What follows belongs to an exercise in optimizing a design on an open flow for a short achievable clock period and few clock cycles; a production flow would make more cautious choices.
The RTL was checked by simulation tests, not by an equivalence proof against the original design.
Power is estimated from default activity; no workload was simulated.

Setup of beta:
==> flow/design.v <==
module mips_pipeline (
  input         clk,
  input         reset,
  output [31:0] imem_addr,
  input  [31:0] imem_data,
  output [31:0] dmem_addr,
  output [31:0] dmem_wdata,
  output        dmem_we,
  input  [31:0] dmem_rdata
);
reg  [29:0] pc;                        
reg         v_d;
reg  [31:0] ins_d;
reg         pred_d;
reg  [29:0] pc4_d, brt_d;
reg         beq_e, pred_e;
reg         rw_e, ld_e, sw_e;
reg  [4:0]  dst_e;
reg  [29:0] alt_e;
reg  [31:0] rsv_e, rtv_e, imm_e;
reg         sub_e, and_e, or_e, ar_e, slt_e;
reg         fam_e, faw_e, far_e;           
reg         bam_e, baw_e, bar_e, bai_e;    
reg         fbm_e, fbw_e;                  
reg  [31:0] rtvx_e;                        
reg         rw_m, ld_m, sw_m;
reg  [4:0]  dst_m;
reg  [31:0] alu_m, sd_m;
reg         rw_w;
reg  [4:0]  dst_w;
reg  [31:0] wbd;
reg  [31:0] rf [1:31];
assign imem_addr = {pc, 2'b00};
wire [29:0] pc_inc = pc + 30'd1;
wire [5:0]  f_op   = imem_data[31:26];
wire        f_j    = (f_op == 6'h02);
wire        f_beq  = (f_op == 6'h04);
wire        f_pred = f_j | (f_beq & (imem_data[15] | (imem_data[25:21] == imem_data[20:16])));
wire [16:0] f_lo   = {1'b0, pc[15:0]} + {1'b0, imem_data[15:0]} + 17'd1;
wire [13:0] pc_hi  = pc[29:16];
wire [13:0] pc_hip = pc_hi + 14'd1;
wire [13:0] pc_him = pc_hi - 14'd1;
wire [13:0] f_hi   = imem_data[15] ? (f_lo[16] ? pc_hi : pc_him)
                                   : (f_lo[16] ? pc_hip : pc_hi);
wire [29:0] f_brt  = {f_hi, f_lo[15:0]};
wire [29:0] f_tgt  = f_j ? {pc_inc[29:26], imem_data[25:0]} : f_brt;
wire [29:0] f_npc  = f_pred ? f_tgt : pc_inc;
wire [5:0] op    = ins_d[31:26];
wire [4:0] rs    = ins_d[25:21];
wire [4:0] rt    = ins_d[20:16];
wire [4:0] rd    = ins_d[15:11];
wire [5:0] funct = ins_d[5:0];
wire [31:0] simm = {{16{ins_d[15]}}, ins_d[15:0]};
wire is_r    = (op == 6'h00);
wire is_addi = (op == 6'h08);
wire is_lw   = (op == 6'h23);
wire is_sw   = (op == 6'h2b);
wire is_beq  = (op == 6'h04);
wire use_rs = is_r | is_addi | is_lw | is_sw | is_beq;
wire use_rt = is_r | is_sw | is_beq;
wire [4:0] dst_d = is_r ? rd : rt;
wire rw_d = (is_r | is_addi | is_lw) && (dst_d != 5'd0);
wire sub_d = is_r & (funct == 6'h22 || funct == 6'h2a);
wire fa_m = rw_e && dst_e == rs;
wire fa_w = rw_m && dst_m == rs;
wire fb_m = rw_e && dst_e == rt;
wire fb_w = rw_m && dst_m == rt;
wire stall = v_d && ld_e &&
             ((use_rs && rs == dst_e) || (use_rt && rt == dst_e));
wire [31:0] wb_rs = (rw_w && dst_w == rs) ? wbd : rf[rs];
wire [31:0] wb_rt = (rw_w && dst_w == rt) ? wbd : rf[rt];
wire [31:0] rsv_d = (rs == 5'd0) ? 32'd0 : wb_rs;
wire [31:0] rtv_d = (rt == 5'd0) ? 32'd0 : wb_rt;
wire [31:0] a  = ({32{fam_e}} & alu_m) | ({32{faw_e}} & wbd) | ({32{far_e}} & rsv_e);
wire [31:0] bf = fbm_e ? alu_m : fbw_e ? wbd : rtv_e;
wire [31:0] bx = ({32{bam_e}} & (alu_m ^ {32{sub_e}})) |
                 ({32{baw_e}} & (wbd ^ {32{sub_e}})) |
                 ({32{bar_e}} & rtvx_e) |
                 ({32{bai_e}} & imm_e);
wire [31:0] sum;
wire        cout;
ks_add32 u_add (.a(a), .b(bx), .ci(sub_e), .s(sum), .co(cout));
wire [31:0] res = ({32{and_e}} & (a & bx)) |
                  ({32{or_e}}  & (a | bx)) |
                  ({32{ar_e}}  & sum) |
                  {31'd0, slt_e & ~cout};
wire eq = (a == bf);
wire ex_redirect = beq_e & (eq != pred_e);
wire id_go       = v_d & ~stall & ~ex_redirect;
always @(posedge clk) begin
  if (reset)            pc <= 30'd0;
  else if (ex_redirect) pc <= alt_e;
  else if (!stall)      pc <= f_npc;
  if (reset || ex_redirect) v_d <= 1'b0;
  else if (!stall)          v_d <= 1'b1;
  if (!stall) begin
    ins_d  <= imem_data;
    pred_d <= f_pred;
    pc4_d  <= pc_inc;
    brt_d  <= f_brt;
  end
  if (reset || !id_go) begin
    beq_e <= 1'b0; rw_e <= 1'b0; ld_e <= 1'b0; sw_e <= 1'b0;
  end else begin
    beq_e <= is_beq;
    rw_e  <= rw_d;
    ld_e  <= is_lw & rw_d;
    sw_e  <= is_sw;
  end
  pred_e   <= pred_d;
  dst_e    <= dst_d;
  alt_e    <= pred_d ? pc4_d : brt_d;
  rsv_e    <= rsv_d;
  rtv_e    <= rtv_d;
  imm_e    <= simm;
  sub_e    <= sub_d;
  and_e    <= is_r & (funct == 6'h24);
  or_e     <= is_r & (funct == 6'h25);
  ar_e     <= ~is_r | (funct == 6'h20) | (funct == 6'h22);
  slt_e    <= is_r & (funct == 6'h2a);
  fam_e    <= fa_m;
  faw_e    <= ~fa_m & fa_w;
  far_e    <= ~fa_m & ~fa_w;
  fbm_e    <= fb_m;
  fbw_e    <= fb_w;
  bam_e    <= is_r & fb_m;
  baw_e    <= is_r & ~fb_m & fb_w;
  bar_e    <= is_r & ~fb_m & ~fb_w;
  bai_e    <= ~is_r;
  rtvx_e   <= rtv_d ^ {32{sub_d}};
  if (reset) begin
    rw_m <= 1'b0; ld_m <= 1'b0; sw_m <= 1'b0;
  end else begin
    rw_m <= rw_e; ld_m <= ld_e; sw_m <= sw_e;
  end
  dst_m <= dst_e;
  alu_m <= res;
  sd_m  <= bf;
  if (reset) rw_w <= 1'b0;
  else       rw_w <= rw_m;
  dst_w <= dst_m;
  wbd   <= ld_m ? dmem_rdata : alu_m;
  if (rw_w) rf[dst_w] <= wbd;
end
assign dmem_addr  = alu_m;
assign dmem_wdata = sd_m;
assign dmem_we    = sw_m;
endmodule
module ks_add32 (
  input  [31:0] a,
  input  [31:0] b,
  input         ci,
  output [31:0] s,
  output        co
);
wire [31:0] p = a ^ b;
wire [31:0] g0 = a & b;
reg  [31:0] g, t;
integer i, k;
always @(*) begin
  g = g0;
  t = p;
  g[0] = g0[0] | (p[0] & ci);
  for (k = 1; k < 32; k = k * 2)
    for (i = 31; i >= k; i = i - 1) begin
      g[i] = g[i] | (t[i] & g[i-k]);
      t[i] = t[i] & t[i-k];
    end
end
assign s  = p ^ {g[30:0], ci};
assign co = g[31];
endmodule
make LEC_CHECK=0 ABC_CLOCK_PERIOD_IN_PS=2500 CAP_MARGIN=20 CORE_MARGIN=2 CORE_UTILIZATION=55 SETUP_SLACK_MARGIN=5.0 SLEW_MARGIN=20 finish   # period 8.0 ns
run.sh (not shown) runs the stock make flow with config.mk's settings and CLKGATE_MAP_FILE= SYNTH_SCRIPT=/design/flow/synth_recipe.tcl, a recipe that flattens the netlist after the stock synthesis.
beta finished all stages; the layout is clean.
Testbench counts of beta, summed over its fixed seeds: cycles 19,751.
Input-level comparison between epsilon and beta:
Settings: an added PLACE_DENSITY of 0.72; a change of SETUP_SLACK_MARGIN from 5.0 to 5.
Findings:
- Via count, epsilon vs beta: up slightly
- beta → epsilon: clock network power consumption now sits higher, routed wire length now sits lower.
- First-pass GRT wire length in epsilon is 6000 µm below beta.

## static timing again, ports no longer ideal
How much do the figures lean on ideal ports? The routed layouts below were timed once more, with nothing changed but the port constraints. Step 1 sets driving cells, clkbuf_16 on the clock port and buf_2 on the other inputs (assumed; they add their load-dependent delay and slew). Step 2 adds t to the input delays and takes it off the output delays; t is the mean of the earliest and latest rising clock arrival at the registers after step 1. Input paths then give back, and output paths get back, about the clock's delay inside the block. Three values: no drivers, after step 1, after step 2; two values: the first two.
run	t (ns)	slack for setup (ns)	worst hold slack (ns)	worst data-port slew with drivers (ns)
beta	0.850	4.358 / 4.358 / 3.561	0.357 / 0.357 / 0.357	0.10
epsilon	0.833	4.339 / 4.339 / 3.616	0.338 / 0.338 / 0.338	0.09
After both steps setup and hold are still met in every run listed. The setup slack of beta, which loses most, moves by 0.000 ns with the drivers and by -0.797 ns with both steps.
